What follows belongs to an exercise in optimizing a design on an open flow for small area; a production flow would make more cautious choices.
The RTL was checked by simulation tests, not by an equivalence proof against the original design.
Power is estimated from default activity; no workload was simulated.

==> design.v <==
`timescale 1 ps / 1 ps
module Servo  (
		input  wire        clk,
		input  wire        reset_n,
		input  wire [3:0]  MMS_addr,
		input  wire        MMS_write,
		input  wire [31:0] MMS_writedata,
		output reg  [0:2]  Udrive,
		output reg  [0:2]  Ldrive,
		output reg         irqout
	);
	wire [15:0] wd = MMS_writedata[15:0];
	reg [15:0] stg_h0, stg_h1, stg_h2, stg_l0, stg_l1, stg_l2;
	reg [15:0] act_h0, act_h1, act_h2, act_l0, act_l1, act_l2;
	reg [2:0]  sv_h, sv_l;    
	reg [2:0]  av_h, av_l;    
	reg [15:0] maxctrvaltoset;
	reg updateon0, updateonmax, trigon0, trigonmax;
	reg update, updateAck, CPUDone, En;
	reg [15:0] ctr;
	reg countup;
	reg chg;      
	reg atmax;    
	wire wr_h0 = MMS_write & (MMS_addr == 4'h1);
	wire wr_h1 = MMS_write & (MMS_addr == 4'h3);
	wire wr_h2 = MMS_write & (MMS_addr == 4'h5);
	wire wr_l0 = MMS_write & (MMS_addr == 4'h0);
	wire wr_l1 = MMS_write & (MMS_addr == 4'h2);
	wire wr_l2 = MMS_write & (MMS_addr == 4'h4);
	wire wr_max = MMS_write & (MMS_addr == 4'h8);
	always @(posedge clk) begin
		if (wr_h0) stg_h0 <= wd;
		if (wr_h1) stg_h1 <= wd;
		if (wr_h2) stg_h2 <= wd;
		if (wr_l0) stg_l0 <= wd;
		if (wr_l1) stg_l1 <= wd;
		if (wr_l2) stg_l2 <= wd;
	end
	always @(posedge clk or negedge reset_n) begin : proc_MMSinterface
		if(~reset_n) begin
			sv_h <= 3'b000;
			sv_l <= 3'b000;
			maxctrvaltoset <= 16'hFFFF;
			chg <= 1'b0;
			updateon0 <= 1'b0;
			updateonmax <= 1'b0;
			trigon0 <= 1'b0;
			trigonmax <= 1'b0;
			update <= 1'b0;
			En <= 1'b0;
			CPUDone <= 1'b0;
		end else begin
			if(updateAck) begin
				update <= 1'b0;
				CPUDone <= 1'b1;
			end else begin
				if(irqout) begin
					if(!CPUDone) begin
						En <= 1'b0;
					end
					CPUDone <= 1'b0;
				end
			end
			sv_h <= sv_h | {wr_h2, wr_h1, wr_h0};
			sv_l <= sv_l | {wr_l2, wr_l1, wr_l0};
			chg <= wr_max & (wd != maxctrvaltoset);
			if (wr_max) maxctrvaltoset <= wd;
			if(MMS_write) begin
				case (MMS_addr)
					4'h9: En <= MMS_writedata[0];
					4'hA: updateon0 <= MMS_writedata[0];
					4'hB: updateonmax <= MMS_writedata[0];
					4'hC: trigon0 <= MMS_writedata[0];
					4'hD: trigonmax <= MMS_writedata[0];
					4'hF: update <= MMS_writedata[0];
					default : ;
				endcase
			end
		end
	end
	function automatic gt16(input [15:0] a, input [15:0] b);
		integer i;
		reg g;
		begin
			g = 1'b0;
			for (i = 0; i < 16; i = i + 1)
				g = (a[i] & ~b[i]) | ((a[i] | ~b[i]) & g);
			gt16 = g;
		end
	endfunction
	wire at0 = (ctr == 16'h0000);
	wire at_end = countup ? atmax : at0;
	wire copy = at_end & update & ~updateAck & (countup ? updateonmax : updateon0);
	wire irq_n = at_end & (countup ? trigonmax : trigon0);
	reg [15:0] ctr_step;
	reg tgl;
	integer b;
	always @(*) begin
		tgl = 1'b1;
		for (b = 0; b < 16; b = b + 1) begin
			ctr_step[b] = ctr[b] ^ tgl;
			tgl = tgl & ~(ctr[b] ^ countup);
		end
	end
	wire [15:0] ctr_n = chg ? 16'h0000 : (at_end ? ctr : ctr_step);
	wire countup_n = chg | (at_end ? ~countup : countup);
	always @(posedge clk or negedge reset_n) begin : proc_modulator
		if(~reset_n) begin
			ctr <= 16'h0000;
			countup <= 1'b1;
			atmax <= 1'b0;
			av_h <= 3'b000;
			av_l <= 3'b000;
			updateAck <= 1'b0;
			irqout <= 1'b0;
		end else begin
			ctr <= ctr_n;
			countup <= countup_n;
			atmax <= (ctr_n == maxctrvaltoset);
			irqout <= irq_n;
			if (copy) updateAck <= 1'b1;
			else if (!update) updateAck <= 1'b0;
			if (copy) begin
				av_h <= sv_h;
				av_l <= sv_l;
			end
		end
	end
	always @(posedge clk) begin
		if (copy) begin
			act_h0 <= stg_h0;
			act_h1 <= stg_h1;
			act_h2 <= stg_h2;
			act_l0 <= stg_l0;
			act_l1 <= stg_l1;
			act_l2 <= stg_l2;
		end
	end
	always @(posedge clk or negedge reset_n) begin : proc_compare
		if(~reset_n) begin
			Udrive <= 3'b000;
			Ldrive <= 3'b000;
		end else begin
			Udrive[0] <= gt16(ctr, act_h0) & av_h[0] & En;
			Ldrive[0] <= gt16(act_l0, ctr) & av_l[0] & En;
			Udrive[1] <= gt16(ctr, act_h1) & av_h[1] & En;
			Ldrive[1] <= gt16(act_l1, ctr) & av_l[1] & En;
			Udrive[2] <= gt16(ctr, act_h2) & av_h[2] & En;
			Ldrive[2] <= gt16(act_l2, ctr) & av_l[2] & En;
		end
	end
endmodule
`timescale 1 ps / 1 ps
module QEI #(
		parameter AUTO_CLOCK_SINK_CLOCK_RATE = "-1"
	) (
		input  wire        clk,           
		input  wire        reset_n,       
		input  wire        MMS_read,      
		output reg [31:0] MMS_readdata,  
		input  wire        MMS_write,
		input  wire [31:0] MMS_writedata,
		input  wire [1:0]  MMS_addr,
		input  wire [0:2]  encABZ          
	);
	reg [31:0] count;
	reg clearOnZ;
	reg revDir;
	reg quadA;
	reg quadB;
	reg encZ;
	reg encAreg;
	reg encBreg;
	reg encZreg;
	always @(posedge clk) encAreg <= encABZ[0];
	always @(posedge clk) encBreg <= encABZ[1];
	always @(posedge clk) encZreg <= encABZ[2];
	always @(posedge clk) quadA <= encAreg;
	always @(posedge clk) quadB <= encBreg;
	always @(posedge clk) encZ <= encZreg;
	reg quadA_delayed, quadB_delayed;
	always @(posedge clk) quadA_delayed <= quadA;
	always @(posedge clk) quadB_delayed <= quadB;
	wire count_enable = quadA ^ quadA_delayed ^ quadB ^ quadB_delayed;
	wire count_direction = quadA ^ quadB_delayed;
	wire up = count_direction ^ revDir;
	reg [31:0] count_step;
	reg tgl;
	integer b;
	always @(*) begin
		tgl = count_enable;
		for (b = 0; b < 32; b = b + 1) begin
			count_step[b] = count[b] ^ tgl;
			tgl = tgl & ~(count[b] ^ up);
		end
	end
	always @(posedge clk or negedge reset_n) begin : proc_count
		if(~reset_n) begin
			count <= 32'h00000000;
			clearOnZ <= 1'b0;
			revDir <= 1'b0;
		end else begin
			count <= count_step;
			if(clearOnZ & encZ) begin
				count <= 32'h00000000;
				clearOnZ <= 1'b0;
			end
			if(MMS_write) begin
				case (MMS_addr)
					2'h0:
						count <= MMS_writedata;
					2'h1:
						clearOnZ <= MMS_writedata[0];
					2'h2:
						revDir <= MMS_writedata[0];
					default :  ;
				endcase
			end
		end
	end
	always @(*) begin : proc_MMSread
		MMS_readdata <= 32'h00000000;
		case (MMS_addr)
			2'h0:
				MMS_readdata <= count;
			2'h1:
				MMS_readdata[0] <= clearOnZ;
			2'h2:
				MMS_readdata[0] <= revDir;
			default :  ;
		endcase
	end
endmodule
`timescale 1 ps / 1 ps
module Triggered_ADC_Sequencer 
	(
		input  wire        clk,                  
		input  wire        reset_n,              
		input  wire        chout_ready,          
		output wire        chout_valid,          
		output wire [4:0]  chout_data,           
		output wire        chout_startofpacket,  
		output wire        chout_endofpacket,    
		output reg         irq_out,              
		input  wire        MMS_read,             
		input  wire        MMS_write,            
		input  wire [4:0]  MMS_address,          
		output reg [31:0] MMS_readdata,         
		input  wire [31:0] MMS_writedata,        
		input  wire        resp_valid,           
		input  wire [11:0] resp_data,            
		input  wire [4:0]  resp_channel,         
		input  wire        resp_startofpacket,   
		input  wire        resp_endofpacket,     
		input  wire        trig_in               
	);
	localparam REG_EN = 5'h0;
	localparam REG_IRQFLAG = 5'h1;
	localparam REG_MAXSEQ = 5'h2;
	reg [11:0] samp_store [0:7];
	reg En;
	reg [2:0] max_seq;
	reg [4:0] ch_map [0:7];
	always @(posedge clk or negedge reset_n) begin : proc_MMSwrite
		if(~reset_n) begin
			max_seq <= 3'd0;
			irq_out <= 1'b0;
			En <= 1'b0;
		end else begin
			if(MMS_write) begin
				if(MMS_address < 5'h10) begin
					case (MMS_address)
						REG_EN:
							En <= MMS_writedata[0];
						REG_IRQFLAG:
							irq_out <= MMS_writedata[0];
						REG_MAXSEQ:
							max_seq <= MMS_writedata[2:0];
					endcase
				end else if(MMS_address >= 5'h10 && MMS_address < 5'h18) begin
					ch_map[MMS_address & 5'h0F] <= MMS_writedata[4:0];
				end
			end
			if(resp_endofpacket & resp_valid) begin
				irq_out <= 1'b1;
			end
		end
	end
	always @(*) begin : proc_MMSread
		MMS_readdata <= 32'b00000000000000000000000000000000;
		if(MMS_address < 5'h10) begin
			case (MMS_address)
				REG_EN:
					MMS_readdata[0]  <= En;
				REG_IRQFLAG:
					MMS_readdata[0]  <= irq_out;
				REG_MAXSEQ:
					MMS_readdata[2:0]  <= max_seq;
			endcase
		end else if(MMS_address >= 5'h10 && MMS_address < 5'h18) begin
			MMS_readdata[4:0] <= ch_map[MMS_address & 5'h0F];
		end else if(MMS_address >= 5'h18) begin
			MMS_readdata[11:0] <= samp_store[MMS_address[2:0]];
		end
	end
	reg [2:0] sequence_ctr;
	reg seq_running;
	always @(posedge clk or negedge reset_n) begin : proc_sequence
		if(~reset_n) begin
			sequence_ctr <= 3'b000;
			seq_running <= 1'b0;
		end else begin
			if(~En | chout_endofpacket & chout_valid & chout_ready) begin
				seq_running <= 1'b0;
			end
			if(trig_in & En) begin
				seq_running <= 1'b1;
			end
			if(chout_valid & chout_ready) begin
				sequence_ctr <= sequence_ctr + 3'd1;
				if(sequence_ctr == max_seq) begin
					sequence_ctr <= 3'd0;
				end
			end
			if(~En) begin
				sequence_ctr <= 3'b000;
			end
		end
	end
	assign chout_data = ch_map[sequence_ctr];
	assign chout_valid = seq_running;
	assign chout_startofpacket = sequence_ctr == 3'b000;
	assign chout_endofpacket = sequence_ctr == max_seq;
	reg [2:0] resp_ctr;
	always @(posedge clk or negedge reset_n) begin : proc_resp
		if(~reset_n) begin
			resp_ctr <= 3'b000;
		end else begin
			if(resp_startofpacket) begin
				samp_store[3'd0] <= resp_data;
				resp_ctr <= 3'd1;
			end else if(resp_valid) begin
				samp_store[resp_ctr] <= resp_data;
				resp_ctr <= resp_ctr + 3'd1;
			end
		end
	end
endmodule
`timescale 1 ps / 1 ps
module odrive_periph (
		input  wire        clk,
		input  wire        reset_n,
		input  wire [7:0]  addr,
		input  wire        wr,
		input  wire        rd,
		input  wire [31:0] wdata,
		output reg  [31:0] rdata,
		output wire [11:0] pwm_u,
		output wire [11:0] pwm_l,
		output wire [3:0]  pwm_irq,
		input  wire [1:0]  enc_a,
		input  wire [1:0]  enc_b,
		input  wire [1:0]  enc_z,
		input  wire [1:0]  adc_cmd_ready,
		output wire [1:0]  adc_cmd_valid,
		output wire [9:0]  adc_cmd_ch,
		output wire [1:0]  adc_cmd_sop,
		output wire [1:0]  adc_cmd_eop,
		input  wire [1:0]  adc_resp_valid,
		input  wire [23:0] adc_resp_data,
		input  wire [1:0]  adc_resp_sop,
		input  wire [1:0]  adc_resp_eop,
		output wire [1:0]  adc_irq
	);
	wire sel_adc1 = addr[7:5] == 3'b000;
	wire sel_adc0 = addr[7:5] == 3'b001;
	wire [3:0] sel_pwm;
	assign sel_pwm[0] = addr[7:4] == 4'h7;
	assign sel_pwm[1] = addr[7:4] == 4'h6;
	assign sel_pwm[2] = addr[7:4] == 4'h5;
	assign sel_pwm[3] = addr[7:4] == 4'h4;
	wire sel_qei1 = addr[7:2] == 6'b100010;
	wire sel_qei0 = addr[7:2] == 6'b100011;
	genvar k;
	generate
		for (k = 0; k < 4; k = k + 1) begin : g_pwm
			wire [0:2] u;
			wire [0:2] l;
			Servo u_pwm (
				.clk           (clk),
				.reset_n       (reset_n),
				.MMS_addr      (addr[3:0]),
				.MMS_write     (wr & sel_pwm[k]),
				.MMS_writedata (wdata),
				.Udrive        (u),
				.Ldrive        (l),
				.irqout        (pwm_irq[k])
			);
			assign pwm_u[3*k+0] = u[0];
			assign pwm_u[3*k+1] = u[1];
			assign pwm_u[3*k+2] = u[2];
			assign pwm_l[3*k+0] = l[0];
			assign pwm_l[3*k+1] = l[1];
			assign pwm_l[3*k+2] = l[2];
		end
	endgenerate
	wire [31:0] qei_rd [0:1];
	wire [1:0] sel_qei = {sel_qei1, sel_qei0};
	generate
		for (k = 0; k < 2; k = k + 1) begin : g_qei
			QEI u_qei (
				.clk           (clk),
				.reset_n       (reset_n),
				.MMS_read      (rd & sel_qei[k]),
				.MMS_readdata  (qei_rd[k]),
				.MMS_write     (wr & sel_qei[k]),
				.MMS_writedata (wdata),
				.MMS_addr      (addr[1:0]),
				.encABZ        ({enc_a[k], enc_b[k], enc_z[k]})
			);
		end
	endgenerate
	wire [31:0] adc_rd [0:1];
	wire [1:0] sel_adc = {sel_adc1, sel_adc0};
	wire [1:0] adc_trig = {pwm_irq[2], pwm_irq[0]};
	generate
		for (k = 0; k < 2; k = k + 1) begin : g_adc
			Triggered_ADC_Sequencer u_adc (
				.clk                 (clk),
				.reset_n             (reset_n),
				.chout_ready         (adc_cmd_ready[k]),
				.chout_valid         (adc_cmd_valid[k]),
				.chout_data          (adc_cmd_ch[5*k +: 5]),
				.chout_startofpacket (adc_cmd_sop[k]),
				.chout_endofpacket   (adc_cmd_eop[k]),
				.irq_out             (adc_irq[k]),
				.MMS_read            (rd & sel_adc[k]),
				.MMS_write           (wr & sel_adc[k]),
				.MMS_address         (addr[4:0]),
				.MMS_readdata        (adc_rd[k]),
				.MMS_writedata       (wdata),
				.resp_valid          (adc_resp_valid[k]),
				.resp_data           (adc_resp_data[12*k +: 12]),
				.resp_channel        (5'd0),
				.resp_startofpacket  (adc_resp_sop[k]),
				.resp_endofpacket    (adc_resp_eop[k]),
				.trig_in             (adc_trig[k])
			);
		end
	endgenerate
	always @(*) begin
		rdata = 32'h00000000;
		if (sel_adc0) rdata = adc_rd[0];
		if (sel_adc1) rdata = adc_rd[1];
		if (sel_qei0) rdata = qei_rd[0];
		if (sel_qei1) rdata = qei_rd[1];
	end
endmodule
==> flow/run.sh <==
#!/bin/bash
# The standard layout (standard.sh) with these changes:
#  - ABC maps the logic with an area-oriented script (flow/abc.script),
#    through a copy of the ORFS scripts folder that differs only in that
#    script; the synthesis is otherwise unchanged (same registers);
#  - the clock tree uses clkbuf_8 buffers, clusters of at most 14 sinks
#    within 60 um, and no dummy loads;
#  - port buffers use the smallest buffer cell.
set -euo pipefail
rm -rf scripts_mod
cp -r "$FLOW_HOME/scripts" scripts_mod
cp flow/abc.script scripts_mod/abc_speed.script
cp flow/abc.script scripts_mod/abc_area.script
export SCRIPTS_DIR="$PWD/scripts_mod"
export CTS_ARGS="-sink_clustering_enable -repair_clock_nets -dont_use_dummy_load -buf_list {sky130_fd_sc_hd__clkbuf_8} -sink_clustering_size 14 -sink_clustering_max_diameter 60"
export BUFFER_PORTS_ARGS="-buffer_cell sky130_fd_sc_hd__buf_1"
bash standard.sh > standard.log 2>&1
==> flow/abc.script <==
&get -n
&st
&dch -f
&nf -a -R 1000
&put
strash
dch -f
map -a
topo
strash
&get -n
&st
&dch -f
&nf -a -R 1000
&put
strash
dch -f
map -a
topo
strash
&get -n
&st
&dch -f
&nf -a -R 1000
&put
strash
dch -f
map -a
topo
strash
&get -n
&st
&dch -f
&nf -a -R 1000
&put
==> standard.sh <==
#!/bin/bash
# synth_recipe.tcl (not shown) runs the flow's synth.tcl, then flattens the netlist and writes it again
# the make line also repeats each setting of config.mk as NAME=value (left out here)
make -C /OpenROAD-flow-scripts/flow DESIGN_CONFIG=/design/flow/config.mk WORK_HOME=/design/flow/orfs CLKGATE_MAP_FILE= SYNTH_SCRIPT=/design/flow/synth_recipe.tcl "${@:-finish}"
==> config.mk <==
export PLATFORM = sky130hd
export DESIGN_NAME = odrive_periph
export DESIGN_NICKNAME = odrive_periph
export VERILOG_FILES = /design/flow/design.v
export SDC_FILE = /design/flow/constraint.sdc
export NUM_CORES = 4
export LEC_CHECK = 0
export CAP_MARGIN = 20
export CORE_MARGIN = 2
export CORE_UTILIZATION = 70
export PLACE_DENSITY = 0.78
export SLEW_MARGIN = 20
==> constraint.sdc <==
create_clock -name core_clock -period 10.0 [get_ports {clk}]
set_input_delay 2.0000 -clock core_clock [delete_from_list [all_inputs] [get_ports {clk}]]
set_output_delay 2.0000 -clock core_clock [all_outputs]
set_load 0.01 [all_outputs]
==> metrics.md, run 1 <==
| Metric | Value |
|---|---|
| Total number of vias | 34700 |
| WP data required | 8000 ps |
| Clk Latency, worst-skew pair | 770 ps |
| Hold Buf Count CTS | 0 |
| Slew headroom | 24.3% |
| Max reg flops | 192 |
| Area grow syn2layout | 7.49% |
| Register bank with the most flops | g_adc.u_adc.samp_store |
| Drt wl/cell | 24.8 µm |
| Leakage power | 20.6 nW |
| Crit Path Class | in -> out |
| Initial antenna violation count | 19 |
| Layout Skew | 50.7 ps |
| Async set-or-reset flop fraction in the synthesized netlist | 24.4% |
| Mapped Area | 55100 µm² |
| CP Max Fanout | 17 |
| Die area | 81000 µm² |
| Worst-margin pin slew | 1130 ps |
| DR WL met3 | 12900 µm |
| I/O pin count | 160 |
| Commonest non-fill, non-tap cells in the layout | edfxtp_1, nand2_1, dfrtp_1 |
| Worst hold endpoint | g_qei[0].u_qei.encZ$_DFF_P_ |
| DRT iter0 DRCs | 4002 |
| Synth Instances | 3832 |
| Final HPWL DP | 81800 µm |
| CTS tree | built |
| IO buf count | 158 |
| Largest regs | g_adc.u_adc.samp_store: 192 flops, g_adc.u_adc.ch_map: 80 flops |
| CTS HTree Levels | 3 |
| Reg2reg start | g_qei[1].u_qei.revDir$_DFFE_PN0P_ |
| Most common cell after layout, fill and taps aside | edfxtp_1 |
| Starting Density | 70.9% |
| Crit path DAT | 5540 ps |
| Yosys cell types | 61 |
| DRC viols | 0 |
| Placer's final routability congestion estimate | 0.890 |
| Routed vias/inst | 6.64 |
| Syn avg cell area | 14.4 µm² |
| Final hold violation count | 0 |
| CP startpoint kind | input port |
| Worst Setup SP | addr[0] |
| Clock Pin Slew Worst Setup and Hold Paths | 80 ps |
| Vias in the first global route | 33300 |
| Synth Warn # | 6 |
| Pins Over Slew Limit | 0 |
| PnR worst setup slack | 2460 ps |
| VDD IR-drop max | 0.144 mV |
| Clk sinks | 1396 |
| Start point of the worst hold path | g_qei[0].u_qei.encZreg$_DFF_P_ |
| Mapped Nets | 3938 |
| Longest Clk Path Bufs | 3 |
| RSZ-0062 raised after global routing | no |
| Num rows | 102 |
| HP Class | reg -> reg |
| Hold Path Cell Cnt | 0 |
| Post-synth EDFFs | 1040 |
| Tcrit/Tclk final | 75.4% |
| R2r setup slk | 3260 ps |
| # setup viols final | 0 |
| Met1 Wirelength | 51100 µm |
| Total Routed Length | 129000 µm |
| Synthesized flop and latch total | 1396 |
| Status | finished clean |
| RR Endpoint | g_qei[1].u_qei.count[31]$_DFF_PN0_ |
| Max Cap Violations | 0 |
| Sequential share of the synthesized area | 72.8% |
| Worst reg2reg path depth | 25 |
| Remaining global-route overflow | 0 |
| First-pass GRT wire length | 196000 µm |
| Layout Nets | 4284 |
| Die Y | 285 µm |
| Layout cell share with drive strength beyond 1 | 7.14% |
| Setup repair bufs after CTS | 0 |
| Setup TNS | 0 ps |
| Cts bufs inserted | 111 |
| Fmax | 0.133 GHz |
| DR WL met2 | 60300 µm |
| Core Area | 77700 µm² |
| Largest net degree at the start of global routing | 91 |
| Antenna-violating nets left | 0 |
| Main synth FF type | edfxtp_1 |
| Global Route Usage Sum | 31.8% |
| Top Layer Used | met5 |
| Die Wd | 285 µm |
| Power Density | 189 nW/µm² |
| Pre-CTS WS | 2660 ps |
| Post-CTS sizing | 0 |
| Crit. End Element | output pin |
| Final Critical Period | 7540 ps |
| Root buf cell | clkbuf_8 |
| First-pass DRT Iterations | 8 |
-- per-layer routing --
layer | track usage (%) | vias up
met1 | 44.9 | 17000
met4 | 12.0 | 22
met5 | 0 | -
met3 | 6.79 | 324
li1 | - | 15600
met2 | 49.6 | 1662
-- cells by family after synthesis --
group	share of synthesized area, %
fa+ha+maj	1.22
xor+xnor	3.05
flops	72.8
buf+inv	1.10
compound gates	13.9
simple gates	7.15
mux	0.692
-- synthesized netlist by cell type (all sizes together), types with 21 or more instances --
master  count  area [µm²]
a21o       52         390
nor2b      22         138
clkinv    137         514
nand4      21         131
dfrtp     272        6810
a221oi     78         683
nor3       86         430
maj3       37         370
a31oi      40         250
ha         24         300
edfxtp   1040       31200
o22ai     145         907
or2        34         213
xnor2     129        1130
a22o       23         201
mux2       25         282
o221ai     26         228
nor2      207         777
and3       25         156
o21ai     196         981
xor2       63         552
a22oi     102         766
dfstp      68        1790
nand3      84         420
o21a       33         248
a222oi     54         541
or3        21         131
nand2     277        1040
a21oi     259        1300
and2       27         169
-- worst max path at each step --
stage,endpoint,slack [ps],cells after the start
final,rdata[2],2460,11
after global routing,rdata[2],2440,11
after CTS,rdata[2],2660,11
after detailed placement,rdata[2],2660,11
after global placement,rdata[2],2690,11
after floorplan,rdata[10],2480,7
-- report_power, final --
part,leakage [nW],internal [mW],switching (mW)
logic,6.00,0.685,1.13
registers,13.8,6.43,0.314
clock network,0.798,0.987,1.66
total,20.6,8.10,3.11
-- through the flow --
stage	power, mW	utilization [%]	hold slack [ps]	std cells	cell area [µm²]
after detailed placement	8.65	74.2	315	5102	57600
final	11.2	76.2	334	5222	59200
after global placement	8.57	74.2	311	5102	57600
after global routing	11.7	76.2	341	5220	59200
after CTS	11.2	76.1	335	5213	59200
after floorplan	8.03	-	310	3832	55100
-- final cells by class --
cell class	count	area, µm²
Sequential cell	1396	40100
Fill cell	4787	18500
Multi-Input combinational cell	2287	14400
Clock buffer	111	1530
Tap cell	1040	1300
Timing Repair Buffer	245	1300
Inverter	137	522
Antenna cell	6	15.0
-- worst max-delay path, stage by stage --
cell,delay [ps]
buf_1,320
nor2b_1,530
and2_1,880
buf_4,400
a22o_1,160
a221oi_1,40
nand3_1,190
a221oi_1,130
o21ai_0,470
a221o_1,180
buf_1,240
==> run 2: changes to the inputs <==
==> flow/abc.script (replaced) <==
&get -n
&st
&dch -f
&nf -a -R 1000
&put
strash
dch -f
map -a
topo
--- a/config.mk
+++ b/config.mk
@@ -7,6 +7,6 @@
 export LEC_CHECK = 0
 export CAP_MARGIN = 20
 export CORE_MARGIN = 2
-export CORE_UTILIZATION = 70
-export PLACE_DENSITY = 0.78
+export CORE_UTILIZATION = 55
+export PLACE_DENSITY = 0.65
 export SLEW_MARGIN = 20
==> metrics.md, run 2 <==
| Metric | Value |
|---|---|
| Root buf cell | clkbuf_8 |
| Remaining global-route overflow | 0 (unchanged) |
| CP Buf/Inv Count | 6 (+3) |
| Mapped Nets | 4362 (+11%) |
| Share of the synthesized area in the top cell type | 56.3% (-0.39 points) |
| Register area | 40100 µm² (unchanged) |
| Largest regs | g_adc.u_adc.samp_store: 192 flops, g_adc.u_adc.ch_map: 80 flops |
| Max reg flops | 192 (unchanged) |
| Main synth FF type | edfxtp_1 |
| # setup viols final | 0 (unchanged) |
| Placed Area | 58400 µm² (+1.3%) |
| DRC viols | 0 (unchanged) |
| RSZ-0062 raised after global routing | no |
| Leakage power | 20.3 nW (-1.8%) |
| Longest Clk Path Bufs | 3 (unchanged) |
| Status | finished clean |
| Most frequent cell after synthesis | edfxtp_1 |
| Async set-or-reset flop fraction in the synthesized netlist | 24.4% (unchanged) |
| Core Area | 100000 µm² (+29%) |
| CTS HTree Levels | 3 (unchanged) |
| Vias in the first global route | 34900 (+4.7%) |
| Worst reg2reg path depth | 33 (+32%) |
| Cell taking the most area after synthesis | edfxtp_1 |
| Tcrit/Tclk final | 76.0% (+0.66 points) |
| Initial antenna violation count | 8 (-11) |
| Worst path max stage delay | 480 ps (-400 ps) |
| Most common cell on crit path | clkinv_1 |
| Drt wl/cell | 23.2 µm (-6.3%) |
| Pre-CTS WS | 2570 ps (-86.9 ps) |
| Layout Nets | 4713 (+10%) |
| Mapped Area | 55500 µm² (+0.69%) |
| Setup TNS | 0 ps (unchanged) |
| Crit path DAT | 5600 ps (+60 ps) |
| Synth Instances | 4256 (+11%) |
| PnR worst setup slack | 2400 ps (-65.5 ps) |
| Hold Path Cell Cnt | 0 (unchanged) |
| Synth Warn # | 6 (unchanged) |
| Synth area leaders | edfxtp_1, dfrtp_1, dfstp_2, o21ai_0, nand2_1 |
| Yosys cell types | 42 (-31%) |
| Die area | 103000 µm² (+28%) |
| Crit. End Element | output pin |
| Global Route Usage Sum | 26.7% (-5.2 points) |
| Total Routed Length | 137000 µm (+6.0%) |
| CP startpoint kind | input port |
| DRT iter0 DRCs | 3727 (-6.9%) |
| Final cell area excluding filler cells | 60000 µm² (+1.3%) |
| First-pass GRT wire length | 208000 µm (+6.6%) |
| Hold Buf Count CTS | 0 (unchanged) |
| Critical path's slowest cell | clkinv_1 |
| Clock Pin Slew Worst Setup and Hold Paths | 80 ps (about the same) |
| Most common cell after layout, fill and taps aside | edfxtp_1 |
| Max Cap Violations | 0 (unchanged) |
| Total chip power | 10.9 mW (-2.9%) |
| Crit Path Class | in -> out |
| Sequential share of the synthesized area | 72.3% (-0.50 points) |
| Fin util | 60.0% (-16 points) |
| Fmax | 0.131 GHz (-0.86%) |
| Post-synth EDFFs | 1040 (unchanged) |
| Die Wd | 322 µm (+13%) |
| Levels on crit path | 11 (unchanged) |
| VDD IR-drop max | 0.129 mV (-10%) |
| Worst-margin pin slew | 970 ps (-156 ps) |
| Pins Over Slew Limit | 0 (unchanged) |
| Total number of vias | 36100 (+4.2%) |
| Fin Hold WS | 328 ps (-6.68 ps) |
| I/O pin count | 160 (unchanged) |
| Die Y | 322 µm (+13%) |
| Layout cell share with drive strength beyond 1 | 7.38% (+0.25 points) |
| CP top delay family | buffers and inverters |
| Dpl cells | 5785 (+13%) |
| Final Critical Period | 7600 ps (+65.5 ps) |
| WP data required | 8000 ps (about the same) |
| Filler cell count | 7774 (+62%) |
| Post-CTS sizing | 0 (unchanged) |
| Final hold violation count | 0 (unchanged) |
| Register bank with the most flops | g_adc.u_adc.samp_store |
| Setup repair bufs after CTS | 0 (unchanged) |
| Routed vias/inst | 6.12 (-7.8%) |
| CP Max Fanout | 10 (-7) |
| First-pass DRT Iterations | 6 (-2) |
| Placer's final routability congestion estimate | 0.868 (-2.4%) |
| Largest net degree at the start of global routing | 91 (unchanged) |
| Crit-path cells | buf_1, nor2_1, clkinv_1, nor2_2, clkinv_1, nor2_1, clkinv_1, nor2_1, clkinv_1, o221ai_1, buf_1 |
| Antenna-violating nets left | 0 (unchanged) |
| CTS tree | built |
| Area grow syn2layout | 8.16% |
| Cts bufs inserted | 117 (+5.4%) |
| Layout Skew | 56.6 ps (+5.92 ps) |
| Clk Latency, worst-skew pair | 790 ps (+20 ps) |
| Slew headroom | 35.0% (+11 points) |
| Num rows | 116 (+14%) |
| Syn avg cell area | 13.0 µm² (-9.3%) |
| Synthesized flop and latch total | 1396 (unchanged) |
| Starting Density | 55.5% (-15 points) |
| Commonest non-fill, non-tap cells in the layout | edfxtp_1, nand2_1, clkinv_1 |
| HP Class | reg -> reg |
| Synth top cells by count | edfxtp_1, nand2_1, clkinv_1, nor2_1, o21ai_0 |
| Clk sinks | 1396 (unchanged) |
| IO buf count | 158 (unchanged) |
| Area of the multi-input gates | 13800 µm² (-4.4%) |
| Power Density | 181 nW/µm² (-4.2%) |
| Final HPWL DP | 87800 µm (+7.3%) |
| Post-Layout Cell Count | 5905 (+13%) |
## run 2: cell types whose count changed after synthesis, moves of 54 or more
| cell | change |
|---|---|
| clkinv_1 | +282 |
| nand2_1 | +178 |
| o21ai_0 | +154 |
| nor2_1 | +152 |
| a22oi_1 | +101 |
| xnor2_1 | -100 |
| a222oi_1 | -54 |
## run 2: logic make-up after synthesis
family,share of synthesized area (%)
AND/OR/NAND/NOR,7.34
XOR/XNOR,2.24
buffers and inverters,3.00
AO/OA/AOI/OAI,14.5
adder cells (fa/ha/maj),0.541
flip-flops,72.3
## run 2: worst reg2reg max path: cells and delay by family (launching register included)
family / cells / cell delay (ps)
simple gates: 16 / 3070
buf+inv: 10 / 1850
compound gates: 6 / 670
flops: 1 / 400
xor+xnor: 1 / 150
## run 2: cell type report
type                            count  share of cell area (%)
Multi-Input combinational cell   2429                    23.0
Tap cell                         1298                    2.71
Clock buffer                      117                    2.68
Antenna cell                        2                 0.00834
Inverter                          419                    2.62
Timing Repair Buffer              244                    2.12
Sequential cell                  1396                    66.9
## run 2: where the power goes
part / switching, mW / leakage [nW] / total (mW) / internal (mW)
Combinational: 1.08 / 5.75 / 1.57 / 0.496
Sequential: 0.163 / 13.7 / 6.56 / 6.40
Clock: 1.71 / 0.841 / 2.75 / 1.04
## run 2: final timing paths
check / start / endpoint / slack, ps
worst max-delay path: addr[1] / rdata[4] / 2400
worst min-delay path: g_qei[1].u_qei.encAreg$_DFF_P_ / g_qei[1].u_qei.quadA$_DFF_P_ / 330
worst max register to register: g_qei[1].u_qei.revDir$_DFFE_PN0P_ / g_qei[1].u_qei.count[31]$_DFF_PN0_ / 3710
worst min register to register: g_qei[1].u_qei.encAreg$_DFF_P_ / g_qei[1].u_qei.quadA$_DFF_P_ / 330
max in group asynchronous: reset_n / g_pwm[1].u_pwm.chg$_DFF_PN0_ / 6070
min in group asynchronous: reset_n / g_pwm[0].u_pwm.updateAck$_DFFE_PN0P_ / 1250
## run 2: routing by layer
metal  share of wire (%)  vias up  GRT usage, %
li1                    -    16600             -
met1                  42    17900          37.3
met2                  48     1409          43.6
met3                 7.5      224          3.62
met4                 2.8        4          8.55
met5               0.017        -             0
==> run 3: changes to the inputs <==
==> flow/run.sh (replaced) <==
#!/bin/bash
# The standard layout (standard.sh) with these changes:
#  - ABC maps the logic with an area-oriented script (flow/abc.script),
#    through a copy of the ORFS scripts folder that differs only in that
#    script; the synthesis is otherwise unchanged (same registers);
#  - the clock tree uses clkbuf_8 buffers, clusters of at most 16 sinks
#    within 60 um, and no dummy loads;
#  - port buffers use the smallest buffer cell.
set -euo pipefail
rm -rf scripts_mod
cp -r "$FLOW_HOME/scripts" scripts_mod
cp flow/abc.script scripts_mod/abc_speed.script
cp flow/abc.script scripts_mod/abc_area.script
export SCRIPTS_DIR="$PWD/scripts_mod"
export CTS_ARGS="-sink_clustering_enable -repair_clock_nets -dont_use_dummy_load -buf_list {sky130_fd_sc_hd__clkbuf_8} -sink_clustering_size 16 -sink_clustering_max_diameter 60"
export BUFFER_PORTS_ARGS="-buffer_cell sky130_fd_sc_hd__buf_1"
bash standard.sh > standard.log 2>&1
==> flow/abc.script (replaced) <==
&get -n
&st
&dch -f
&nf -a -R 1000
&put
strash
dch -f
map -a
topo
strash
&get -n
&st
&dch -f
&nf -a -R 1000
&put
strash
dch -f
map -a
topo
strash
&get -n
&st
&dch -f
&nf -a -R 1000
&put
strash
dch -f
map -a
topo
strash
&get -n
&st
&dch -f
&nf -a -R 1000
&put
==> config.mk (replaced) <==
export PLATFORM = sky130hd
export DESIGN_NAME = odrive_periph
export DESIGN_NICKNAME = odrive_periph
export VERILOG_FILES = /design/flow/design.v
export SDC_FILE = /design/flow/constraint.sdc
export NUM_CORES = 4
export LEC_CHECK = 0
export CAP_MARGIN = 10
export CORE_MARGIN = 2
export CORE_UTILIZATION = 70
export GPL_ROUTABILITY_DRIVEN = 0
export GPL_TIMING_DRIVEN = 0
export PLACE_DENSITY = 0.78
export SLEW_MARGIN = 10
==> metrics.md, run 3 <==
| Metric | Value |
|---|---|
| Status | finished clean |
| Tcrit/Tclk final | 88.2% (+12 points) |
| Total number of vias | 34900 (-3.4%) |
| Most frequent cell after synthesis | edfxtp_1 |
| Max reg flops | 192 (unchanged) |
| Initial antenna violation count | 11 (+3) |
| Fmax | 0.113 GHz (-14%) |
| Layout Nets | 4256 (-9.7%) |
| Antenna-violating nets left | 0 (unchanged) |
| WP data required | 8000 ps (about the same) |
| Register bank with the most flops | g_adc.u_adc.samp_store |
| Syn avg cell area | 14.4 µm² (+10%) |
| RSZ-0062 raised after global routing | no |
| Crit-path cells | buf_1, clkinv_1, nand2_1, nor3_1, a21oi_1, nor3_1, a221oi_1, o21ai_0, buf_1 |
| Worst reg2reg path depth | 20 (-39%) |
| Clk sinks | 1396 (unchanged) |
| Core Area | 77700 µm² (-22%) |
| Pins Over Slew Limit | 0 (unchanged) |
| Global Route Usage Sum | 31.9% (+5.3 points) |
| Synth Instances | 3832 (-10%) |
| Crit Path Class | in -> out |
| Die Y | 285 µm (-12%) |
| I/O pin count | 160 (unchanged) |
| Die Wd | 285 µm (-12%) |
| CP Max Fanout | 31 (+21) |
| Total chip power | 11.1 mW (+2.3%) |
| Commonest non-fill, non-tap cells in the layout | edfxtp_1, nand2_1, dfrtp_1 |
| Final HPWL DP | 86100 µm (-1.9%) |
| Crit. End Element | output pin |
| Synth Warn # | 6 (unchanged) |
| RR Endpoint | g_qei[0].u_qei.count[31]$_DFF_PN0_ |
| Worst Setup SP | addr[2] |
| Setup TNS | 0 ps (unchanged) |
| Reg2reg start | g_qei[0].u_qei.revDir$_DFFE_PN0P_ |
| HP Class | reg -> reg |
| Final hold violation count | 0 (unchanged) |
| Clk Latency, worst-skew pair | 770 ps (-20 ps) |
| Clock Pin Slew Worst Setup and Hold Paths | 80 ps (about the same) |
| Most common cell after layout, fill and taps aside | edfxtp_1 |
| Crit path DAT | 6820 ps (+1220 ps) |
| First-pass GRT wire length | 197000 µm (-5.4%) |
| Hold Buf Count CTS | 0 (unchanged) |
| Synthesized flop and latch total | 1396 (unchanged) |
| Vias in the first global route | 33700 (-3.5%) |
| Worst-margin pin slew | 1310 ps (+339 ps) |
| Power Density | 187 nW/µm² (+2.9%) |
| Longest Clk Path Bufs | 3 (unchanged) |
| # setup viols final | 0 (unchanged) |
| Share of the synthesized area in the top cell type | 56.7% (+0.39 points) |
| VDD IR-drop max | 0.125 mV (-2.9%) |
| Yosys cell types | 61 (+45%) |
| CTS HTree Levels | 3 (unchanged) |
| Layout Skew | 59.6 ps (+3.03 ps) |
| Total Routed Length | 129000 µm (-6.0%) |
| Drt wl/cell | 24.8 µm (+6.9%) |
| Crit path capture | rdata[1] |
| Routed vias/inst | 6.71 (+9.8%) |
| CTS tree | built |
| Leakage power | 20.6 nW (+1.9%) |
| Layout cell share with drive strength beyond 1 | 7.50% (+0.11 points) |
| Mapped Area | 55100 µm² (-0.68%) |
| Sequential share of the synthesized area | 72.8% (+0.50 points) |
| Starting Density | 70.9% (+15 points) |
| CP startpoint kind | input port |
| Cts bufs inserted | 101 (-14%) |
| Root buf cell | clkbuf_8 |
| Post-CTS sizing | 0 (unchanged) |
| Async set-or-reset flop fraction in the synthesized netlist | 24.4% (unchanged) |
| Max Cap Violations | 0 (unchanged) |
| Main synth FF type | edfxtp_1 |
| Synth area leaders | edfxtp_1, dfrtp_1, dfstp_2, a21oi_1, xnor2_1 |
| DRC viols | 0 (unchanged) |
| Post-Layout Cell Count | 5194 (-12%) |
| Area grow syn2layout | 8.25% (about the same) |
| Post-synth EDFFs | 1040 (unchanged) |
| Slew headroom | 12.7% (-22 points) |
| Die area | 81000 µm² (-22%) |
| Setup repair bufs after CTS | 0 (unchanged) |
| Largest regs | g_adc.u_adc.samp_store: 192 flops, g_adc.u_adc.ch_map: 80 flops |
| R2r setup slk | 2980 ps (-730 ps) |
| Mapped Nets | 3938 (-9.7%) |
| Num rows | 102 (-12%) |
| DRT iter0 DRCs | 4117 (+10%) |
| Dpl cells | 5085 (-12%) |
| Largest net degree at the start of global routing | 103 (+13%) |
| Final Critical Period | 8820 ps (+1220 ps) |
| Synth top cells by count | edfxtp_1, nand2_1, dfrtp_1, a21oi_1, nor2_1 |
| Remaining global-route overflow | 0 (unchanged) |
| Critical path's slowest cell | clkinv_1 |
| Worst path max stage delay | 1120 ps (+640 ps) |
| Cell taking the most area after synthesis | edfxtp_1 |
| First-pass DRT Iterations | 6 (unchanged) |
| IO buf count | 158 (unchanged) |
==> run 3: per-stage QoR <==
| stage | setup WS, ps | instance area, µm² | hold slack [ps] | utilization [%] |
|---|---|---|---|---|
| after floorplan | 2480 | 55100 | 310 | - |
| after global placement | -12680 | 57000 | 310 | 73.3 |
| after detailed placement | 1480 | 58200 | 314 | 74.9 |
| after CTS | 1450 | 59600 | 303 | 76.7 |
| after global routing | 1130 | 59600 | 311 | 76.7 |
| final | 1180 | 59700 | 300 | 76.8 |
==> run 3: layer usage <==
layer  share of wire, %  up-vias  GRT usage, %  wire length, µm
li1                   -    15600             -                -
met1                 40    17300          45.0            51300
met2                 47     1691          49.4            60000
met3                9.4      352          6.83            12200
met4                4.3        8          12.9             5500
met5              0.038        -             0               49
==> run 3: area by class of cell <==
cell class	count	area (µm²)
clock buffer	101	1390
antenna	6	15.0
inverter	137	534
fill	4694	18100
sequential	1396	40100
buffer	12	90.1
timing repair buffer	215	1630
tap	1040	1300
multi-input combinational	2287	14600
==> run 3: power breakdown <==
part           internal [mW]  leakage (nW)  switching (mW)
Clock                  0.903         0.726            1.65
Sequential              6.43          13.8           0.315
Combinational          0.710          6.09            1.13
Total                   8.04          20.6            3.10
==> run 3: how the worst min path moves through the flow <==
| stage | start | endpoint | slack, ps | depth (start not counted) |
|---|---|---|---|---|
| 2_1_floorplan | g_qei[0].u_qei.encZreg$_DFF_P_ | g_qei[0].u_qei.encZ$_DFF_P_ | 310 | 0 |
| 3_3_place_gp | g_qei[0].u_qei.encZreg$_DFF_P_ | g_qei[0].u_qei.encZ$_DFF_P_ | 310 | 0 |
| 3_5_place_dp | g_qei[0].u_qei.encAreg$_DFF_P_ | g_qei[0].u_qei.quadA$_DFF_P_ | 310 | 0 |
| 4_1_cts | g_qei[0].u_qei.encAreg$_DFF_P_ | g_qei[0].u_qei.quadA$_DFF_P_ | 300 | 0 |
| 5_1_grt | g_qei[0].u_qei.encAreg$_DFF_P_ | g_qei[0].u_qei.quadA$_DFF_P_ | 310 | 0 |
| 6_report | g_qei[0].u_qei.encAreg$_DFF_P_ | g_qei[0].u_qei.quadA$_DFF_P_ | 300 | 0 |
==> run 3: critical path, delay by kind of cell <==
kind	cells	cell delay (ps)
compound gates	3	1330
buf+inv	3	1950
simple gates	3	1530
==> run 3: cells by family (layout without fill, tap and decap cells) <==
family                     after synthesis  in the layout  share of synthesized area, %
AOI/OAI and AO/OA                     1145           1145                          13.9
other                                    0              6                             0
adders and majority gates               61             61                          1.22
buffers and inverters                  149            465                          1.10
xor gates and xnor gates               192            192                          3.05
muxes                                   35             35                         0.692
DFF                                   1396           1396                          72.8
and+or+nand+nor                        854            854                          7.15
==> run 4: changes to the inputs <==
--- a/config.mk
+++ b/config.mk
@@ -8,7 +8,5 @@
 export CAP_MARGIN = 10
 export CORE_MARGIN = 2
 export CORE_UTILIZATION = 70
-export GPL_ROUTABILITY_DRIVEN = 0
-export GPL_TIMING_DRIVEN = 0
 export PLACE_DENSITY = 0.78
 export SLEW_MARGIN = 10
==> metrics.md, run 4 <==
| Metric | Value |
|---|---|
| Sw Share | 27.8% (about the same) |
| Global Route Usage Sum | 31.8% (-0.16 points) |
| Max Cap Violations | 0 (unchanged) |
| Yosys cell types | 61 (unchanged) |
| Clock Pin Slew Worst Setup and Hold Paths | 80 ps (about the same) |
| Clock share of power | 22.9% (about the same) |
| Clk Latency, worst-skew pair | 740 ps (-30 ps) |
| Cts bufs inserted | 101 (unchanged) |
| Die area | 81000 µm² (unchanged) |
| Critical path's slowest cell | and2_1 |
| Crit Path Class | in -> out |
| Clk sinks | 1396 (unchanged) |
| Setup TNS | 0 ps (unchanged) |
| CTS HTree Levels | 3 (unchanged) |
| HP Class | reg -> reg |
| # setup viols final | 0 (unchanged) |
| Fmax | 0.133 GHz (+17%) |
| VDD IR-drop max | 0.152 mV (+21%) |
| Sequential power share | 60.7% (+0.2 points) |
| Worst path max stage delay | 880 ps (-240 ps) |
| Largest regs | g_adc.u_adc.samp_store: 192 flops, g_adc.u_adc.ch_map: 80 flops |
| CP Max Fanout | 17 (-45%) |
| I/O pin count | 160 (unchanged) |
| Share of the synthesized area in the top cell type | 56.7% (unchanged) |
| Layout Nets | 4272 (+0.38%) |
| Remaining global-route overflow | 0 (unchanged) |
| Num rows | 102 (unchanged) |
| Met2 Usage GRT | 49.7% (+0.35 points) |
| Longest Clk Path Bufs | 3 (unchanged) |
| Crit-path cells | buf_1, nor2b_1, and2_1, buf_4, a22o_1, a221oi_1, nand3_1, a221oi_1, o21ai_0, a221o_1, buf_1 |
| Pre-CTS WS | 2660 ps (+1180 ps) |
| Power Density | 188 nW/µm² (+0.67%) |
| Register bank with the most flops | g_adc.u_adc.samp_store |
| CTS tree | built |
| Tcrit/Tclk final | 75.3% (-13 points) |
| Layout cell share with drive strength beyond 1 | 6.87% (-0.63 points) |
| WP data required | 8000 ps (about the same) |
| Internal | 8.01 mW (-0.31%) |
| Final Critical Period | 7530 ps (-1300 ps) |
| Synth Warn # | 6 (unchanged) |
| Root buf cell | clkbuf_8 |
| Setup repair bufs after CTS | 0 (unchanged) |
| Start point of the worst hold path | g_qei[0].u_qei.encZreg$_DFF_P_ |
| Sequential share of the synthesized area | 72.8% (unchanged) |
| Worst Setup SP | addr[0] |
| Total Routed Length | 129000 µm (about the same) |
| Crit. End Element | output pin |
| Main synth FF type | edfxtp_1 |
| Most common cell after layout, fill and taps aside | edfxtp_1 |
| Placed Area | 57600 µm² (-0.95%) |
| Antenna-violating nets left | 0 (unchanged) |
| Post-synth EDFFs | 1040 (unchanged) |
| Vias in the first global route | 33200 (-1.2%) |
| Commonest non-fill, non-tap cells in the layout | edfxtp_1, nand2_1, dfrtp_1 |
| Starting Density | 70.9% (unchanged) |
| Leakage power | 20.5 nW (-0.50%) |
| Status | finished clean |
| Met1 Resource Use GR | 45.0% (about the same) |
| Largest net degree at the start of global routing | 91 (-12%) |
| Crit path DAT | 5530 ps (-1290 ps) |
| Layout Skew | 45.6 ps (-14.1 ps) |
| Synth top cells by count | edfxtp_1, nand2_1, dfrtp_1, a21oi_1, nor2_1 |
| Reg2reg start | g_qei[1].u_qei.revDir$_DFFE_PN0P_ |
| GR peak layer | met2 |
| Area grow syn2layout | 7.17% |
| Routed vias/inst | 6.64 (-1.1%) |
| Worst-margin pin slew | 1160 ps (-151 ps) |
| Pins Over Slew Limit | 0 (unchanged) |
| RSZ-0062 raised after global routing | no |
| Async set-or-reset flop fraction in the synthesized netlist | 24.4% (unchanged) |
| Mapped Area | 55100 µm² (unchanged) |
| Most frequent cell after synthesis | edfxtp_1 |
| Final hold violation count | 0 (unchanged) |
| Drt wl/cell | 24.8 µm (-0.22%) |
| Post-CTS sizing | 0 (unchanged) |
| Final cell area excluding filler cells | 59100 µm² (-1.0%) |
| Final HPWL DP | 81800 µm (-5.0%) |
| First-pass DRT Iterations | 7 (+1) |
| Hold Buf Count CTS | 0 (unchanged) |
| Total number of vias | 34600 (-0.88%) |
| Cell taking the most area after synthesis | edfxtp_1 |
| Slew headroom | 22.4% (+9.8 points) |
| Synth area leaders | edfxtp_1, dfrtp_1, dfstp_2, a21oi_1, xnor2_1 |
| DRT iter0 DRCs | 4260 (+3.5%) |
| Die Y | 285 µm (unchanged) |
| Synth Instances | 3832 (unchanged) |
| Placer's final routability congestion estimate | 0.890 |
| Met3 usage | 6.30% (-0.53 points) |
| Synthesized flop and latch total | 1396 (unchanged) |
| First-pass GRT wire length | 195000 µm (-0.93%) |
| DRC viols | 0 (unchanged) |
| Core Area | 77700 µm² (unchanged) |
| PnR worst setup slack | 2470 ps (+1300 ps) |
| Initial antenna violation count | 18 (+7) |
| Syn avg cell area | 14.4 µm² (unchanged) |
| Combinational power share | 16.4% (-0.2 points) |
| CP startpoint kind | input port |
| IO buf count | 158 (unchanged) |
| Max reg flops | 192 (unchanged) |
| Mapped Nets | 3938 (unchanged) |
| Sw power | 3.08 mW (-0.39%) |
| Die Wd | 285 µm (unchanged) |
[run 4: changes by cell type in the layout (fill, tap and decap cells not counted), sizes merged]
cell and change:
diode -2, clkbuf +16, clkinv -2, inv +2
[run 4: final timing paths]
path                                                        end  slack (ps)  cells after the start
hold / removal                      g_qei[0].u_qei.encZ$_DFF_P_         340                      0
hold reg to reg                     g_qei[0].u_qei.encZ$_DFF_P_         340                      0
setup / recovery                                       rdata[2]        2470                     11
max in group asynchronous  g_pwm[3].u_pwm.trigonmax$_DFFE_PN0P_        6330                      4
setup reg to reg             g_qei[1].u_qei.count[31]$_DFF_PN0_        3200                     25
min in group asynchronous    g_pwm[1].u_pwm.Ldrive[2]$_DFF_PN0_        1290                      1
[run 4: power groups by stage]
stage	clock network, mW	registers, mW	logic, mW
2_1_floorplan	0	6.76	1.27
3_3_place_gp	0	6.84	1.73
3_5_place_dp	0	6.86	1.80
4_1_cts	2.59	6.73	1.81
5_1_grt	2.78	6.77	2.00
6_report	2.54	6.74	1.81
[run 4: metal layers]
layer  up-vias  wire (µm)  part of all wire, %
met5         -        153                 0.12
met1     17100      51200                   40
met2      1583      60400                   47
li1      15600          -                    -
met4        24       4940                  3.8
met3       323      12300                  9.5
[run 4: worst max-delay path, delay by kind of cell]
family	cells	cell delay, ps
AND/OR/NAND/NOR	3	1620
AO/OA/AOI/OAI	5	950
buffers and inverters	3	950
[run 4: kinds of logic (layout without fill, tap and decap cells)]
logic type	count (synthesis)	after routing	share of synthesized area (%)
AO/OA/AOI/OAI	1145	1145	13.9
XOR/XNOR	192	192	3.05
adder cells (fa/ha/maj)	61	61	1.22
buffers and inverters	149	481	1.10
flip-flops	1396	1396	72.8
multiplexers	35	35	0.692
other	0	4	0
AND/OR/NAND/NOR	854	854	7.15
[run 4: through the flow]
stage,utilization (%),std cells,power (mW),hold WS (ps)
3_3_place_gp,74.2,5102,8.57,311
6_report,76.0,5208,11.1,335
5_1_grt,76.0,5207,11.6,341
4_1_cts,76.0,5203,11.1,335
2_1_floorplan,-,3832,8.03,310
3_5_place_dp,74.2,5102,8.65,315
[run 4: final cells by class]
class,instances,area (µm²)
multi-input cells,2287,14400
fillers,4802,18700
clock buffers,101,1390
flip-flops and latches,1396,40100
inverters,137,522
well taps,1040,1300
repair buffers,243,1270
diodes,4,10.0
==> run 5: changes to the inputs <==
--- a/config.mk
+++ b/config.mk
@@ -7,6 +7,6 @@
 export LEC_CHECK = 0
 export CAP_MARGIN = 10
 export CORE_MARGIN = 2
-export CORE_UTILIZATION = 70
-export PLACE_DENSITY = 0.78
+export CORE_UTILIZATION = 80
+export PLACE_DENSITY = 0.86
 export SLEW_MARGIN = 10
==> metrics.md, run 5 <==
| Metric | Value |
|---|---|
| VDD IR-drop max | 0.163 mV (+7.5%) |
| Crit path DAT | 5640 ps (+110 ps) |
| Cell taking the most area after synthesis | edfxtp_1 |
| Antenna-violating nets left | 0 (unchanged) |
| Final Critical Period | 7640 ps (+115 ps) |
| Longest Clk Path Bufs | 3 (unchanged) |
| Worst reg2reg path depth | 20 (-20%) |
| Die Wd | 266 µm (-6.4%) |
| Most frequent cell after synthesis | edfxtp_1 |
| Synthesized flop and latch total | 1396 (unchanged) |
| Drt wl/cell | 27.7 µm (+12%) |
| Vias in the first global route | 36200 (+9.0%) |
| Syn avg cell area | 14.4 µm² (unchanged) |
| Synth area leaders | edfxtp_1, dfrtp_1, dfstp_2, a21oi_1, xnor2_1 |
| Synth Warn # | 6 (unchanged) |
| Root buf cell | clkbuf_8 |
| Clk Latency, worst-skew pair | 770 ps (+30 ps) |
| Register bank with the most flops | g_adc.u_adc.samp_store |
| Total Routed Length | 140000 µm (+8.4%) |
| Synth Instances | 3832 (unchanged) |
| Area grow syn2layout | 6.67% |
| Starting Density | 80.6% (+9.7 points) |
| Total number of vias | 36600 (+5.9%) |
| Crit. End Element | output pin |
| R2r setup slk | 2730 ps (-470 ps) |
| DRT iter0 DRCs | 5998 (+41%) |
| Final hold violation count | 0 (unchanged) |
| Yosys cell types | 61 (unchanged) |
| Worst Setup SP | addr[0] |
| Slew headroom | 13.9% (-8.5 points) |
| Largest net degree at the start of global routing | 103 (+13%) |
| Crit path capture | rdata[5] |
| Die area | 71000 µm² (-12%) |
| Layout Nets | 4267 (-0.12%) |
| WP data required | 8000 ps (about the same) |
| Fin util | 86.0% (+10 points) |
| I/O pin count | 160 (unchanged) |
| Routed vias/inst | 7.25 (+9.3%) |
| First-pass DRT Iterations | 9 (+2) |
| Hold Buf Count CTS | 0 (unchanged) |
| RR Endpoint | g_qei[0].u_qei.count[29]$_DFF_PN0_ |
| Layout Skew | 60.0 ps (+14.5 ps) |
| CTS HTree Levels | 3 (unchanged) |
| Hold Path Cell Cnt | 0 (unchanged) |
| Post-synth EDFFs | 1040 (unchanged) |
| Reg2reg start | g_qei[0].u_qei.quadA$_DFF_P_ |
| RSZ-0062 raised after global routing | no |
| Cts bufs inserted | 98 (-3.0%) |
| Crit Path Class | in -> out |
| CP startpoint kind | input port |
| Setup TNS | 0 ps (unchanged) |
| Status | finished clean |
| Worst-margin pin slew | 1290 ps (+133 ps) |
| Max reg flops | 192 (unchanged) |
| CP Max Fanout | 26 (+9) |
| Largest regs | g_adc.u_adc.samp_store: 192 flops, g_adc.u_adc.ch_map: 80 flops |
| Initial antenna violation count | 16 (-2) |
| Num rows | 96 (-5.9%) |
| Leakage power | 20.5 nW (-0.20%) |
| Main synth FF type | edfxtp_1 |
| Post-CTS sizing | 0 (unchanged) |
| Pins Over Slew Limit | 0 (unchanged) |
| CTS tree | built |
| HP Class | reg -> reg |
| Final HPWL DP | 88900 µm (+8.7%) |
| Setup repair bufs after CTS | 0 (unchanged) |
| Core Area | 68300 µm² (-12%) |
| IO buf count | 158 (unchanged) |
| Sequential share of the synthesized area | 72.8% (unchanged) |
| Clock Pin Slew Worst Setup and Hold Paths | 90 ps (about the same) |
| Async set-or-reset flop fraction in the synthesized netlist | 24.4% (unchanged) |
| # setup viols final | 0 (unchanged) |
| Remaining global-route overflow | 0 (unchanged) |
| Synth top cells by count | edfxtp_1, nand2_1, dfrtp_1, a21oi_1, nor2_1 |
| Max Cap Violations | 0 (unchanged) |
| Tcrit/Tclk final | 76.4% (+1.2 points) |
| Global Route Usage Sum | 39.5% (+7.8 points) |
| Layout cell share with drive strength beyond 1 | 6.76% (-0.11 points) |
| Placer's final routability congestion estimate | 0.922 (+3.6%) |
| Share of the synthesized area in the top cell type | 56.7% (unchanged) |
| Most common cell after layout, fill and taps aside | edfxtp_1 |
| Clk sinks | 1396 (unchanged) |
| DRC viols | 0 (unchanged) |
| Commonest non-fill, non-tap cells in the layout | edfxtp_1, nand2_1, dfrtp_1 |
| Mapped Nets | 3938 (unchanged) |
| Fmax | 0.131 GHz (-1.5%) |
| Die Y | 266 µm (-6.4%) |
| Power Density | 190 nW/µm² (+1.1%) |
| Mapped Area | 55100 µm² (unchanged) |
| First-pass GRT wire length | 210000 µm (+7.3%) |
==> run 5: cell counts after synthesis <==
No cell type changed its count.
==> run 5: worst min path at each step <==
stage / to / slack (ps) / start
2_1_floorplan: g_qei[0].u_qei.encZ$_DFF_P_ / 310 / g_qei[0].u_qei.encZreg$_DFF_P_
3_3_place_gp: g_qei[0].u_qei.encZ$_DFF_P_ / 310 / g_qei[0].u_qei.encZreg$_DFF_P_
3_5_place_dp: g_qei[0].u_qei.encZ$_DFF_P_ / 310 / g_qei[0].u_qei.encZreg$_DFF_P_
4_1_cts: g_qei[0].u_qei.encZ$_DFF_P_ / 340 / g_qei[0].u_qei.encZreg$_DFF_P_
5_1_grt: g_qei[0].u_qei.quadA$_DFF_P_ / 340 / g_qei[0].u_qei.encAreg$_DFF_P_
6_report: g_qei[0].u_qei.quadA$_DFF_P_ / 330 / g_qei[0].u_qei.encAreg$_DFF_P_
==> run 5: kinds of logic after synthesis <==
logic type | synth area share, %
flip-flops | 72.8
AO/OA/AOI/OAI | 13.9
AND/OR/NAND/NOR | 7.15
XOR/XNOR | 3.05
buffers and inverters | 1.10
adder cells (fa/ha/maj) | 1.22
multiplexers | 0.692
==> run 5: layout make-up <==
cell class	instances	area (µm²)
multi-input combinational	2287	14400
fill	3022	9560
inverter	137	519
tap	882	1100
sequential	1396	40100
clock buffer	98	1350
antenna	5	12.5
timing repair buffer	241	1250
==> run 5: metal layers <==
metal / global-route usage (%) / part of all wire (%) / wire, µm
met1: 52.3 / 34 / 47900
met2: 62.6 / 48 / 66600
met5: 0 / 0.054 / 75
met3: 9.97 / 13 / 18000
met4: 19.1 / 5.2 / 7270
==> run 5: critical path: stages <==
cell and delay, ps:
buf_1 360, nor2b_1 540, and2_1 660, buf_4 500, a22o_1 200, a221oi_1 50, a21oi_1 330, nor3_1 90
nor3_1 460, a221o_1 190, buf_1 250
==> run 5: metrics by stage <==
stage / hold WS, ps / std cells / setup WS, ps / cell area [µm²] / power, mW
floorplan: 310 / 3832 / 2480 / 55100 / 8.03
global placement: 313 / 4940 / 2770 / 57400 / 8.52
detailed placement: 312 / 4940 / 2640 / 57400 / 8.68
CTS: 336 / 5038 / 2600 / 58700 / 11.1
global route: 343 / 5045 / 2080 / 58800 / 11.5
finish: 332 / 5046 / 2360 / 58800 / 11.2
==> run 5: report_power, final <==
part           internal, mW  switching (mW)  total [mW]  leakage, nW
sequential             6.43           0.328        6.75         13.8
combinational         0.685            1.20        1.89         5.97
clock                 0.877            1.65        2.53        0.705
==> run 6: changes to the inputs <==
--- a/design.v
+++ b/design.v
@@ -7,7 +7,9 @@
 		input  wire [31:0] MMS_writedata,
 		output reg  [0:2]  Udrive,
 		output reg  [0:2]  Ldrive,
-		output reg         irqout
+		output reg         irqout,
+		output wire [15:0] maxset,
+		input  wire        wd_eq_max
 	);
 	wire [15:0] wd = MMS_writedata[15:0];
 	reg [15:0] stg_h0, stg_h1, stg_h2, stg_l0, stg_l1, stg_l2;
@@ -28,6 +30,7 @@
 	wire wr_l1 = MMS_write & (MMS_addr == 4'h2);
 	wire wr_l2 = MMS_write & (MMS_addr == 4'h4);
 	wire wr_max = MMS_write & (MMS_addr == 4'h8);
+	assign maxset = maxctrvaltoset;
 	always @(posedge clk) begin
 		if (wr_h0) stg_h0 <= wd;
 		if (wr_h1) stg_h1 <= wd;
@@ -63,7 +66,7 @@
 			end
 			sv_h <= sv_h | {wr_h2, wr_h1, wr_h0};
 			sv_l <= sv_l | {wr_l2, wr_l1, wr_l0};
-			chg <= wr_max & (wd != maxctrvaltoset);
+			chg <= wr_max & ~wd_eq_max;
 			if (wr_max) maxctrvaltoset <= wd;
 			if(MMS_write) begin
 				case (MMS_addr)
@@ -381,6 +384,9 @@
 	assign sel_pwm[3] = addr[7:4] == 4'h4;
 	wire sel_qei1 = addr[7:2] == 6'b100010;
 	wire sel_qei0 = addr[7:2] == 6'b100011;
+	wire [15:0] pwm_max [0:3];
+	wire [15:0] max_sel = pwm_max[~addr[5:4]];
+	wire wd_eq_max = (wdata[15:0] == max_sel);
 	genvar k;
 	generate
 		for (k = 0; k < 4; k = k + 1) begin : g_pwm
@@ -394,7 +400,9 @@
 				.MMS_writedata (wdata),
 				.Udrive        (u),
 				.Ldrive        (l),
-				.irqout        (pwm_irq[k])
+				.irqout        (pwm_irq[k]),
+				.maxset        (pwm_max[k]),
+				.wd_eq_max     (wd_eq_max)
 			);
 			assign pwm_u[3*k+0] = u[0];
 			assign pwm_u[3*k+1] = u[1];
==> metrics.md, run 6 <==
| Metric | Value |
|---|---|
| Status | finished clean |
| Main synth FF type | edfxtp_1 |
| Start point of the worst hold path | g_qei[0].u_qei.encZreg$_DFF_P_ |
| First-pass DRT Iterations | 10 (+1) |
| Cell taking the most area after synthesis | edfxtp_1 |
| Clk sinks | 1396 (unchanged) |
| Post-CTS sizing | 0 (unchanged) |
| Yosys cell types | 60 (-1.6%) |
| Synth Instances | 3749 (-2.2%) |
| Antenna-violating nets left | 0 (unchanged) |
| Cts bufs inserted | 98 (unchanged) |
| CTS HTree Levels | 3 (unchanged) |
| WP data required | 8000 ps (about the same) |
| Most frequent cell after synthesis | edfxtp_1 |
| Hold Buf Count CTS | 0 (unchanged) |
| Layout Skew | 56.1 ps (-3.90 ps) |
| Total Routed Length | 140000 µm (+0.34%) |
| Synthesized flop and latch total | 1396 (unchanged) |
| Syn avg cell area | 14.6 µm² (+1.8%) |
| Clk Latency, worst-skew pair | 770 ps (about the same) |
| Critical path's slowest cell | nor2_2 |
| Final hold violation count | 0 (unchanged) |
| Die area | 70700 µm² (-0.36%) |
| Drt wl/cell | 28.2 µm (+1.9%) |
| Power Density | 195 nW/µm² (+2.5%) |
| Worst hold endpoint | g_qei[0].u_qei.encZ$_DFF_P_ |
| CP top delay family | buffers and inverters |
| Mapped Area | 54900 µm² (-0.36%) |
| Vias in the first global route | 36500 (+0.58%) |
| Worst reg2reg path depth | 25 (+25%) |
| Clock Pin Slew Worst Setup and Hold Paths | 100 ps (about the same) |
| RSZ-0062 raised after global routing | no |
| Starting Density | 80.5% (-0.15 points) |
| DRC viols | 0 (unchanged) |
| Final Critical Period | 7790 ps (+149 ps) |
| CTS tree | built |
| Layout Nets | 4188 (-1.9%) |
| Async set-or-reset flop fraction in the synthesized netlist | 24.4% (unchanged) |
| VDD IR-drop max | 0.224 mV (+38%) |
| # setup viols final | 0 (unchanged) |
| Largest regs | g_adc.u_adc.samp_store: 192 flops, g_adc.u_adc.ch_map: 80 flops |
| Leakage power | 20.5 nW (about the same) |
| Crit path DAT | 5790 ps (+150 ps) |
| Post-synth EDFFs | 1040 (unchanged) |
| Tcrit/Tclk final | 77.9% (+1.5 points) |
| Sequential share of the synthesized area | 73.1% (+0.26 points) |
| Synth area leaders | edfxtp_1, dfrtp_1, dfstp_2, a21oi_1, nand2_1 |
| DRT iter0 DRCs | 5583 (-6.9%) |
| Routed vias/inst | 7.36 (+1.4%) |
| Max Cap Violations | 0 (unchanged) |
| Reg2reg start | g_qei[1].u_qei.revDir$_DFFE_PN0P_ |
| Mapped Nets | 3855 (-2.1%) |
| Fin Hold WS | 339 ps (+7.06 ps) |
| Synth top cells by count | edfxtp_1, nand2_1, dfrtp_1, a21oi_1, o21ai_0 |
| Worst-margin pin slew | 1280 ps (-15.4 ps) |
| Max reg flops | 192 (unchanged) |
| Longest Clk Path Bufs | 3 (unchanged) |
| Remaining global-route overflow | 0 (unchanged) |
| I/O pin count | 160 (unchanged) |
| Final HPWL DP | 89100 µm (+0.25%) |
| Hold Path Cell Cnt | 0 (unchanged) |
| IO buf count | 158 (unchanged) |
| Die Wd | 266 µm (-0.18%) |
| Layout cell share with drive strength beyond 1 | 7.52% (+0.77 points) |
| Setup repair bufs after CTS | 0 (unchanged) |
| Initial antenna violation count | 6 (-10) |
| CP startpoint kind | input port |
| Largest net degree at the start of global routing | 102 (-0.97%) |
| Setup TNS | 0 ps (unchanged) |
| First-pass GRT wire length | 210000 µm (+0.30%) |
| Most common cell after layout, fill and taps aside | edfxtp_1 |
| Slew headroom | 14.9% (+0.93 points) |
| Area grow syn2layout | 6.94% |
| Register bank with the most flops | g_adc.u_adc.samp_store |
| Synth Warn # | 6 (unchanged) |
| HP Class | reg -> reg |
| Num rows | 96 (unchanged) |
| RR Endpoint | g_qei[1].u_qei.count[31]$_DFF_PN0_ |
| Root buf cell | clkbuf_8 |
| Placer's final routability congestion estimate | 0.955 (+3.6%) |
| CP Buf/Inv Count | 4 (+1) |
| Crit-path cells | buf_1, clkinv_1, nor2_2, buf_4, a222oi_1, a31oi_1, nor3_1, nor3_1, a221o_1, buf_1 |
| CP Max Fanout | 24 (-7.7%) |
| R2r setup slk | 2500 ps (-230 ps) |
| Die Y | 266 µm (-0.18%) |
| Worst path max stage delay | 780 ps (+120 ps) |
| Global Route Usage Sum | 39.8% (+0.30 points) |
| Share of the synthesized area in the top cell type | 56.9% (+0.21 points) |
| Crit Path Class | in -> out |
| Core Area | 68200 µm² (-0.18%) |
| Crit. End Element | output pin |
| Pins Over Slew Limit | 0 (unchanged) |
| Total number of vias | 36600 (-0.11%) |
| Commonest non-fill, non-tap cells in the layout | edfxtp_1, nand2_1, dfrtp_1 |
| Fmax | 0.128 GHz (-1.9%) |
run 6: changes by cell type after synthesis, sizes merged, moves of 9 or more:
cell / previous run / this run
xnor2: 129 / 110
xor2: 63 / 43
o21ai: 196 / 186
a22oi: 102 / 121
o22ai: 145 / 112
a222oi: 54 / 66
clkinv: 137 / 118
nor2: 207 / 178
a221oi: 78 / 59
a22o: 23 / 33
mux2: 25 / 70
maj3: 37 / 57
nor2b: 22 / 31
o21a: 33 / 19
run 6: final cells by class:
type	instances	area, µm²
Fill cell	3009	9510
Multi-Input combinational cell	2223	14400
Tap cell	882	1100
Inverter	118	448
Timing Repair Buffer	245	1270
Sequential cell	1396	40100
Clock buffer	98	1350
Antenna cell	7	17.5
run 6: per-stage QoR:
| step | utilization [%] | cell area, µm² | std cells | setup WS, ps | power, mW |
|---|---|---|---|---|---|
| 5_1_grt | 86.0 | 58700 | 4964 | 1970 | 11.8 |
| 2_1_floorplan | - | 54900 | 3749 | 2980 | 8.18 |
| 3_3_place_gp | 84.0 | 57300 | 4864 | 2490 | 8.72 |
| 6_report | 86.1 | 58700 | 4969 | 2210 | 11.4 |
| 3_5_place_dp | 84.0 | 57300 | 4864 | 2350 | 8.92 |
| 4_1_cts | 86.0 | 58700 | 4962 | 2410 | 11.4 |
run 6: worst max-delay path by stage:
stage	start	endpoint	slack (ps)	depth (start not counted)
after floorplan	addr[2]	rdata[2]	2980	8
after global placement	addr[2]	rdata[0]	2490	10
after detailed placement	addr[2]	rdata[11]	2350	10
after CTS	addr[2]	rdata[11]	2410	10
after global routing	g_qei[1].u_qei.revDir$_DFFE_PN0P_	g_qei[1].u_qei.count[31]$_DFF_PN0_	1970	25
final	addr[2]	rdata[11]	2210	10
run 6: cells by family (layout without fill, tap and decap cells):
logic type               after synthesis  after routing  share of synthesized area [%]
buffers and inverters                130            461                          0.971
multiplexers                          77             77                           1.56
AND/OR/NAND/NOR                      815            815                           6.85
other                                  0              7                              0
XOR/XNOR                             153            153                           2.44
adder cells (fa/ha/maj)               81             81                           1.59
flip-flops                          1396           1396                           73.1
AO/OA/AOI/OAI                       1097           1097                           13.5
run 6: routing by layer:
| metal | global-route usage (%) | vias to the layer above | share of wire, % |
|---|---|---|---|
| met5 | 0 | - | 0.014 |
| met4 | 19.5 | 4 | 5.2 |
| met3 | 9.10 | 530 | 12 |
| met2 | 64.4 | 2807 | 48 |
| met1 | 52.1 | 17900 | 34 |
| li1 | - | 15300 | - |
run 6: where the power goes:
| part | total (mW) | internal [mW] | switching [mW] | leakage, nW |
|---|---|---|---|---|
| Clock | 2.54 | 0.878 | 1.66 | 0.705 |
| Sequential | 6.79 | 6.44 | 0.354 | 13.8 |
| Combinational | 2.11 | 0.742 | 1.37 | 6.00 |

Setup slack of run 6, layout unchanged: 2.211 ns with ideal ports, 2.110 ns with driving cells assumed (clock clkbuf_16, inputs buf_2), 2.110 ns with port delays also shifted by the 0.800 ns mid clock arrival.
